This design comes from an exercise in tuning for small area, a short achievable clock period and few clock cycles on the open sky130 flow, not from production work. At most, simulation tests tie the RTL to the original design; equivalence was not proved.

== maple ==
## LearningMachine
module LearningMachine(input clk,rst, start, input [6:0] x1Data,x2Data, input [1:0] tData, output[1:0] signYin, output[13:0] w1,w2,b,Yin,output ReadEn, Ready);
For scale: about 930 cells after synthesis, roughly 79 I/O pins.
export LEC_CHECK = 0
export ABC_CLOCK_PERIOD_IN_PS = 5000
export CAP_MARGIN = 20
export CORE_MARGIN = 2
export CORE_UTILIZATION = 40
export CTS_CLUSTER_DIAMETER = 100
export CTS_CLUSTER_SIZE = 40
export SETUP_SLACK_MARGIN = 5
export SLEW_MARGIN = 20
export SYNTH_HIERARCHICAL = 1
export SYNTH_MINIMUM_KEEP_SIZE = 0
create_clock -name core_clock -period 12.0 [get_ports {clk}]
standard.sh (not shown) runs the stock make flow with config.mk's settings and CLKGATE_MAP_FILE= SYNTH_SCRIPT=/design/flow/synth_recipe.tcl, a recipe that flattens the netlist after the stock synthesis.
==> flow/flow/run.sh <==
#!/bin/bash
set -euo pipefail
bash standard.sh SETUP_SLACK_MARGIN=8 'BUFFER_PORTS_ARGS=-buffer_cell sky130_fd_sc_hd__buf_1' finish > standard_make.log 2>&1
The flow did not stop early for maple: all stages ran, and the layout cleared the timing, DRC and antenna checks.
Testbench counts of maple, summed over its fixed seeds: cycles 145,544.
Inputs modified between maple and sierra:
- removing CTS_CLUSTER_DIAMETER (formerly 100)
- removing CTS_CLUSTER_SIZE (formerly 40)
==> flow/flow/run.sh <==
#!/bin/bash
set -euo pipefail
bash standard.sh SETUP_SLACK_MARGIN=8 SETUP_MOVE_SEQUENCE=unbuffer,size_down,sizeup,swap,clone 'BUFFER_PORTS_ARGS=-buffer_cell sky130_fd_sc_hd__buf_1' finish > standard_make.log 2>&1
Results
sierra ended up with u1[6]$_DFF_PP0_ as its launch point of the critical path; maple ended up with u1[11]$_DFF_PP0_.
Per the final summary, sierra finished and its layout is clean on timing, DRC and antenna.
| non-clock buffer count | sierra vs maple | 35% lower |
The run with more setup slack is maple; sierra has less.
Re global-route usage: maple was lower than sierra.
Taking maple as the reference, in sierra via density per instance climbed about 1.6%; signed area change from the synthesized netlist to the final layout shows a reduction of 2.9 points.
Edits applied to the flow inputs when going from sierra to harbor:
==> flow/flow/run.sh <==
#!/bin/bash
set -euo pipefail
bash standard.sh SETUP_SLACK_MARGIN=10 SETUP_MOVE_SEQUENCE=unbuffer,size_down,sizeup,swap,clone 'BUFFER_PORTS_ARGS=-buffer_cell sky130_fd_sc_hd__buf_1' finish > standard_make.log 2>&1
==> comparison <==
- The higher sequential share of layout area of harbor and sierra is in sierra.
- Diff sierra -> harbor | cell area after placement | up slightly
> inputs changed (harbor -> yarrow)
==> flow/flow/run.sh <==
#!/bin/bash
set -euo pipefail
bash standard.sh SETUP_SLACK_MARGIN=9 SETUP_MOVE_SEQUENCE=unbuffer,size_down,sizeup,swap,clone 'BUFFER_PORTS_ARGS=-buffer_cell sky130_fd_sc_hd__buf_1' finish > standard_make.log 2>&1
--- outcome ---
- Changes observed in yarrow relative to harbor: summed area of non-filler cells in the final layout now sits lower, worst setup slack decreased by 0.046 ns relative to the old numbers.
- Per the comparison of yarrow with harbor, first-pass GRT wire length -about 1.1%, count of non-CTS buffers in the layout -4.
- Compared with harbor, placement density in the core of yarrow is lower.
Relative to yarrow, the following input files were edited for tundra:
==> flow/flow/run.sh <==
#!/bin/bash
set -euo pipefail
bash standard.sh SETUP_SLACK_MARGIN=8 SKIP_REPAIR_TIE_FANOUT=1 'BUFFER_PORTS_ARGS=-buffer_cell sky130_fd_sc_hd__buf_1' finish > standard_make.log 2>&1
==> comparison <==
tundra vs yarrow: ratio of final minimum period to clock period down in tundra
As far as adder-cell share of the synthesized area goes, yarrow and tundra are indistinguishable; the numbers are identical.
Going from yarrow to tundra, worst-case setup margin in the final layout grows by 0.28 ns.
Compared with yarrow, in tundra fmax saw an increase; post-CTS repair timing setup buffer count went up by 31; number of global-route vias before repair has increased.

the baseline:
Another version of the RTL of LearningMachine (not shown whole).
Size: roughly 79 I/O pins, about 0.0089 mm² of cells after synthesis.
Design LearningMachine, start of the top module:
module LearningMachine(input clk,rst, start, input [6:0] x1Data,x2Data, input [1:0] tData, output[1:0] signYin, output[13:0] w1,w2,b,Yin,output ReadEn, Ready);
  reg busy, rdEn, valid;
  reg xlast, flag;
  reg [7:0] cnt;      
  reg [6:0] x1, x2;
  reg [3:0] o1, o2;      
  reg [2:0] tw1, tw2;    
  reg t;
  reg [11:0] u1, u2;
  reg [7:0] v;
  reg [13:0] yReg;
  wire [13:0] ya, yb;
  wire [11:0] u1n, u2n;
  wire n1;
  wire n2;
  wire n3;
  wire n4;
  wire n5;
  wire n6;
  wire n7;
  wire n8;
  wire n9;
  wire n10;
  wire n11;
  wire n12;
  wire n13;
  wire n14;
  wire n15;
  wire n16;
  wire n17;
  wire n18;
  wire n19;
  wire n20;
  wire n21;
  wire n22;
  wire n23;
  wire n24;
  wire n25;
  wire n26;
  wire n27;
  wire n28;
  wire n29;
  wire n30;
  wire n31;
  wire n32;
  wire n33;
  wire n34;
  wire n35;
  wire n36;
  wire n37;
  wire n38;
  wire n39;
  wire n40;
  wire n41;
  wire n42;
  wire n43;
  wire n44;
  wire n45;
  wire n46;
  wire n47;
  wire n48;
  wire n49;
  wire s50;
  wire c51;
  wire s52;
  wire c53;
  wire n54;
  wire n55;
  wire n56;
  wire n57;
  wire n58;
  wire n59;
  wire n60;
  wire n61;
  wire n62;
  wire n63;
  wire n64;
  wire n65;
  wire n66;
  wire n67;
  wire n68;
  wire n69;
  wire n70;
  wire n71;
  wire n72;
  wire n73;
  wire n74;
  wire n75;
  wire n76;
  wire n77;
  wire n78;
  wire n79;
  wire n80;
  wire n81;
  wire n82;
  wire n83;
  wire n84;
  wire n85;
  wire n86;
  wire n87;
  wire n88;
  wire n89;
  wire n90;
  wire n91;
  wire n92;
  wire n93;
  wire n94;
  wire n95;
  wire n96;
  wire n97;
  wire n98;
  wire n99;
  wire n100;
  wire n101;
  ...
clock: 12.0 ns
lec_check: 0
abc_clock_period_in_ps: 5000
cap_margin: 20
core_margin: 2
core_utilization: 40
setup_slack_margin: 5
slew_margin: 20
synth_hierarchical: 1
synth_minimum_keep_size: 0
==> flow/flow/run.sh <==
#!/bin/bash
set -euo pipefail
bash standard.sh SETUP_SLACK_MARGIN=8 'BUFFER_PORTS_ARGS=-buffer_cell sky130_fd_sc_hd__buf_1' finish > standard_make.log 2>&1
Testbench counts of the baseline, summed over its fixed seeds: cycles 145,544.
> inputs changed (the baseline -> the candidate)
- putting ABC_AREA at 1 where nothing was set
Notes after the runs:
The baseline finished all stages; the layout is clean.
The candidate was carried through to the last stage, and its layout satisfied the timing, DRC and antenna checks.
In the candidate the multi-input gate share of total cell area turned out 2.2 points lower than in the baseline.
Going from the baseline to the candidate, fmax shows an increase of 5.8%, final worst hold slack moved down.
Looking at average via count per standard cell across the baseline and the candidate, the one that comes out higher is the baseline.

RTL: one of the versions met above, not the one the previous note started from.
Size in the first run: ~930 cells after synthesis, ~86 flip-flops, about 79 I/O pins, roughly 8800 µm² of cells after synthesis.
clock: 12.0 ns
lec_check: 0
abc_clock_period_in_ps: 5000
cap_margin: 20
core_margin: 2
core_utilization: 40
setup_slack_margin: 5
slew_margin: 20
synth_hierarchical: 1
synth_minimum_keep_size: 0
==> flow/flow/run.sh <==
#!/bin/bash
set -euo pipefail
bash standard.sh SETUP_SLACK_MARGIN=8.5 'BUFFER_PORTS_ARGS=-buffer_cell sky130_fd_sc_hd__buf_1' finish > standard_make.log 2>&1
The baseline went through all stages and came out clean.
Testbench counts at the start, summed over its fixed seeds: cycles 145,544.
Then changed:
==> flow/flow/run.sh (replaced) <==
#!/bin/bash
set -euo pipefail
bash standard.sh SETUP_SLACK_MARGIN=8 'BUFFER_PORTS_ARGS=-buffer_cell sky130_fd_sc_hd__buf_1' finish > standard_make.log 2>&1
Effect: Via count fell by 2.5%. Worst setup slack is worse by 0.027 ns. Design area fell by 7.0%. First-iteration DRC count rose by 11%. Die area stays the same. Cell count fell by 2.7%. Wire length fell by 5.1%.
Then changed:
==> flow/flow/run.sh (replaced) <==
#!/bin/bash
set -euo pipefail
bash standard.sh SETUP_SLACK_MARGIN=7.5 'BUFFER_PORTS_ARGS=-buffer_cell sky130_fd_sc_hd__buf_1' finish > standard_make.log 2>&1
The new run passed the timing, DRC and antenna checks.
Clock skew is about the same.
Setup slack degrades by 0.0062 ns.
Design area went up by about 1.4%.

LearningMachine, a different RTL version from the one above (not shown whole).
Size: ~86 flip-flops.
Design LearningMachine, start of the top module:
module LearningMachine(input clk,rst, start, input [6:0] x1Data,x2Data, input [1:0] tData, output[1:0] signYin, output[13:0] w1,w2,b,Yin,output ReadEn, Ready);
==> flow/config.mk <==
export PLATFORM = sky130hd
export DESIGN_NAME = LearningMachine
export DESIGN_NICKNAME = LearningMachine
export VERILOG_FILES = /design/flow/design.v
export SDC_FILE = /design/flow/constraint.sdc
export NUM_CORES = 4
export LEC_CHECK = 0
export ABC_CLOCK_PERIOD_IN_PS = 5000
export CAP_MARGIN = 20
export CORE_MARGIN = 2
export CORE_UTILIZATION = 40
export SETUP_SLACK_MARGIN = 5
export SLEW_MARGIN = 20
export SYNTH_HIERARCHICAL = 1
export SYNTH_MINIMUM_KEEP_SIZE = 0
==> flow/constraint.sdc <==
create_clock -name core_clock -period 12.0 [get_ports {clk}]
set_input_delay 2.4000 -clock core_clock [delete_from_list [all_inputs] [get_ports {clk}]]
set_output_delay 2.4000 -clock core_clock [all_outputs]
set_load 0.01 [all_outputs]
==> flow/flow/run.sh <==
#!/bin/bash
set -euo pipefail
bash standard.sh SETUP_SLACK_MARGIN=8 'BUFFER_PORTS_ARGS=-buffer_cell sky130_fd_sc_hd__buf_1' finish > standard_make.log 2>&1
The baseline completed without violations.
Next try:
==> flow/flow/run.sh (replaced) <==
#!/bin/bash
set -euo pipefail
bash standard.sh SETUP_SLACK_MARGIN=8.5 'BUFFER_PORTS_ARGS=-buffer_cell sky130_fd_sc_hd__buf_1' finish > standard_make.log 2>&1
Result:
- sequential share of layout area shrinks by 0.40 points
- sequential cell count is unchanged
- via count grows by 0.70%
Function was not checked in any run of this note: the RTL went through the layout flow alone.

[what the ideal ports hide]
In the flow no input, the clock included, has a driving cell. The finished layouts below were timed again as built, in two steps.
Step 1 sets driving cells, clkbuf_16 on the clock port and buf_2 on the other inputs (assumed; they add their load-dependent delay and slew).
Step 2, shift: input delay + t, output delay - t, t = (earliest + latest rising clock arrival at the registers) / 2. This alone moves slack from input paths to output paths.
Slacks: ideal / step 1 / step 2; pairs: ideal / step 1.
| run | t, ns | setup slack, ns | latest minus earliest clock arrival (ns) | worst slew at a driven data input, ns | pins driven straight from the clock port |
|---|---|---|---|---|---|
| maple | 0.395 | 7.019 / 7.019 / 7.019 | 0.010 / 0.009 | 0.03 | 1 |
| sierra | 0.394 | 6.803 / 6.803 / 6.803 | 0.009 / 0.010 | 0.03 | 1 |
| harbor | 0.390 | 6.771 / 6.771 / 6.771 | 0.013 / 0.012 | 0.06 | 1 |
| yarrow | 0.398 | 6.725 / 6.725 / 6.725 | 0.009 / 0.009 | 0.04 | 1 |
| tundra | 0.398 | 7.000 / 7.000 / 7.000 | 0.012 / 0.012 | 0.04 | 1 |
| the baseline | 0.396 | 7.022 / 7.022 / 7.022 | 0.010 / 0.010 | 0.04 | 1 |
| the candidate | 0.395 | 7.296 / 7.296 / 7.296 | 0.012 / 0.013 | 0.03 | 1 |
| the first run of note 3 | 0.397 | 7.046 / 7.046 / 7.046 | 0.013 / 0.013 | 0.05 | 1 |
| the second run of note 3 | 0.395 | 7.019 / 7.019 / 7.019 | 0.010 / 0.009 | 0.03 | 1 |
| the third run of note 3 | 0.397 | 7.012 / 7.012 / 7.012 | 0.007 / 0.007 | 0.05 | 1 |
| the first run of note 4 | 0.403 | 6.971 / 6.971 / 6.971 | 0.006 / 0.006 | 0.03 | 1 |
| the second run of note 4 | 0.400 | 6.954 / 6.954 / 6.954 | 0.011 / 0.012 | 0.03 | 1 |
After both steps setup and hold are still met in every run listed.
